Background: an optimization exercise with open tools, aiming at small area. Do not read the settings as production practice.

## the reference run
## DPA
module DPA (clk,reset,IM_A, IM_Q,IM_D,IM_WEN,CR_A,CR_Q);
input clk;
input reset;
output [19:0] IM_A;
input [23:0] IM_Q;
output [23:0] IM_D;
output IM_WEN;
output [8:0] CR_A;
input [12:0] CR_Q;
genvar k;
reg [2:0] ph;
reg [18:0] hi;
reg [1:0] pno;
reg [19:0] fb, pa;
reg sz128, sz256;
reg [5:0] sec, min;
reg [4:0] hour;
reg [29:0] acc;
reg pb;
wire ph0 = (ph == 3'd0);
wire ph1 = (ph == 3'd1);
wire ph2 = (ph == 3'd2);
wire ph3 = (ph == 3'd3);
wire ph4 = ph[2];
wire [19:0] hc;
wire [18:0] hn;
assign hc[0] = 1'b1;
generate for (k = 0; k < 19; k = k + 1) begin : hinc
	assign hn[k] = hi[k] ^ hc[k];
	assign hc[k+1] = hi[k] & hc[k];
end endgenerate
wire wrap = hc[19];
wire init = ~(hi[18] | hi[17] | hi[16]);
wire hdr  = (hi[18:12] == 7'd30);
wire clk1 = (hi[18:12] == 7'd31);
wire clk2 = (hi[18:12] == 7'd80);
wire clkd = clk1 | clk2;
wire pass = ~hi[18] & hi[17] & ~hi[15];
wire first = ~hi[16];
wire rl = wrap | init;
wire [18:0] hload = {hn[18:17], hn[16:13] | {4{rl}}, hn[12:11], hn[10] | rl, hn[9], hn[8:7] | {2{rl}}, hn[6:0]};
always @(posedge clk or posedge reset)
	if (reset) begin
		ph <= 3'd0;
		hi <= 19'd0;
	end else begin
		ph <= {ph3, ph2 | (ph1), ph0 | ph2};
		if (ph4) hi <= hload;
	end
wire [1:0] pnext = {pno[1] ^ pno[0], ~pno[0]};
wire plast = ({pno == 2'd3, pnext} == IM_Q[2:0]);
always @(posedge clk or posedge reset)
	if (reset) pno <= 2'd0;
	else if (wrap & ph4) pno <= plast ? 2'd0 : pnext;
always @(posedge clk) begin
	if (init & ph3) fb <= IM_Q[19:0];
	if (hdr & ph2) pa <= IM_Q[19:0];
	if (hdr & ph3) begin
		sz128 <= IM_Q[7];
		sz256 <= IM_Q[8];
	end
end
wire tinc = (wrap & ph4) | (clk2 & (hi[11:0] == 12'd0) & ph0);
  ...
Size: about 690 cells after synthesis, roughly 110 flip-flops, ~7600 µm² of cells after synthesis.
==> flow/config.mk <==
export PLATFORM = sky130hd
export DESIGN_NAME = DPA
export DESIGN_NICKNAME = DPA
export VERILOG_FILES = /design/flow/design.v
export SDC_FILE = /design/flow/constraint.sdc
export NUM_CORES = 4
export LEC_CHECK = 0
export CAP_MARGIN = 20
export CORE_MARGIN = 2
export CORE_UTILIZATION = 40
export CTS_BUF_LIST = sky130_fd_sc_hd__clkbuf_4
export CTS_CLUSTER_SIZE = 20
export SLEW_MARGIN = 20
==> flow/constraint.sdc <==
create_clock -name core_clock -period 10.0 [get_ports {clk}]
set_input_delay 2.0000 -clock core_clock [delete_from_list [all_inputs] [get_ports {clk}]]
set_output_delay 2.0000 -clock core_clock [all_outputs]
set_load 0.01 [all_outputs]
standard.sh (not shown) runs the stock make flow with config.mk's settings and CLKGATE_MAP_FILE= SYNTH_SCRIPT=/design/flow/synth_recipe.tcl, a recipe that flattens the netlist after the stock synthesis.
==> flow/flow/run.sh <==
#!/bin/bash
set -euo pipefail
export BUFFER_PORTS_ARGS="-buffer_cell sky130_fd_sc_hd__buf_1"
export CTS_ARGS="-sink_clustering_enable -repair_clock_nets -buf_list sky130_fd_sc_hd__clkbuf_4 -sink_clustering_size 20 -dont_use_dummy_load"
bash standard.sh > standard_flow.log 2>&1
Every stage of the reference run finished as expected; the final checks, on the other hand, flagged negative setup slack, which means the layout fails.
The inputs of the trial run differ from those of the reference run as listed below.
--- a/flow/design.v
+++ b/flow/design.v
@@ -165,34 +165,25 @@
 	if (hdr) hs = {1'b0, pno, 1'b1} + 4'd2 + {3'd0, ph[1]};
 	else hs = {1'b0, ph} - 4'd1;
 wire [19:0] base = ({20{sW}} & fb) | ({20{sP}} & pa);
 wire [19:0] off = ({20{clkd}} & {4'd0, 3'b111, cr, cx}) |
                   ({20{sA}} & {4'd0, py, pxh, px0}) |
                   ({20{sE}} & {6'd0, Y1, pxh}) |
                   ({20{sF}} & {2'd0, py, dy, pxh, px0, dx}) |
                   ({20{sH}} & {16'd0, hs});
-wire [16:0] ac;
+wire [20:0] ac;
+wire [7:0] sp = (base[15:8] | off[15:8]) & ~(base[15:8] & off[15:8]);
+wire skip = &sp;
 assign ac[0] = sE & dx1;
-generate for (k = 0; k < 16; k = k + 1) begin : aadd
-	assign IM_A[k] = base[k] ^ off[k] ^ ac[k];
-	assign ac[k+1] = (base[k] & off[k]) | (ac[k] & (base[k] ^ off[k]));
+generate for (k = 0; k < 20; k = k + 1) begin : aadd
+	wire ci = (k == 16) ? (skip ? ac[8] : ac[16]) : ac[k];
+	assign IM_A[k] = base[k] ^ off[k] ^ ci;
+	assign ac[k+1] = (base[k] & off[k]) | (ci & (base[k] ^ off[k]));
 end endgenerate
-wire [4:0] c0, c1;
-wire [3:0] t0, t1;
-wire [3:0] ot = {2'b00, off[17:16]};
-assign c0[0] = 1'b0;
-assign c1[0] = 1'b1;
-generate for (k = 0; k < 4; k = k + 1) begin : asel
-	assign t0[k] = base[16+k] ^ ot[k] ^ c0[k];
-	assign c0[k+1] = (base[16+k] & ot[k]) | (c0[k] & (base[16+k] ^ ot[k]));
-	assign t1[k] = base[16+k] ^ ot[k] ^ c1[k];
-	assign c1[k+1] = (base[16+k] & ot[k]) | (c1[k] & (base[16+k] ^ ot[k]));
-end endgenerate
-assign IM_A[19:16] = ac[16] ? t1 : t0;
 wire [29:0] s;
 generate for (k = 0; k < 3; k = k + 1) begin : ch
 	wire [10:0] c;
 	wire [9:0] q10 = {2'b00, IM_Q[k*8+7:k*8]};
 	assign c[0] = 1'b0;
 	genvar j;
 	for (j = 0; j < 10; j = j + 1) begin : b
 		wire a = acc[k*10+j] & ~ph1;
Findings:
What the final checks of the trial run revealed, after a flow that finished every stage, was a layout that fails on negative setup slack.
The last weighted congestion value of the routability-driven placer in the trial run was higher than what the reference run gave.
Higher worst slew margin relative to its limit goes to the reference run over the trial run.
The post-route fraction of the period consumed by the critical path number comes out lower for the reference run vs the trial run.
The reference run → the trial run: final wirelength shrank by 2.8%; via count shrank by about 1.4%.
No functional check of the RTL was part of any run of this note.

[port drivers added, routing unchanged]
In the flow no input, the clock included, has a driving cell. The finished layouts below were timed again as built, in two steps. Step 1 sets driving cells, clkbuf_16 on the clock port and buf_2 on the other inputs (assumed; they add their load-dependent delay and slew). Step 2 times the ports against the registers' clock, not the clock port: input delays grow and output delays shrink by t, the midpoint of the rising clock arrivals with the driver on. Three values: ideal ports, drivers, drivers and shift; two values: the first two.
| run | shift t [ns] | slack for setup (ns) | hold slack, ns |
|---|---|---|---|
| the reference run | 0.532 | -0.098 / -0.136 / 0.396 | 0.485 / 0.485 / 0.485 |
| the trial run | 0.546 | -0.567 / -0.604 / -0.059 | 0.489 / 0.489 / 0.489 |
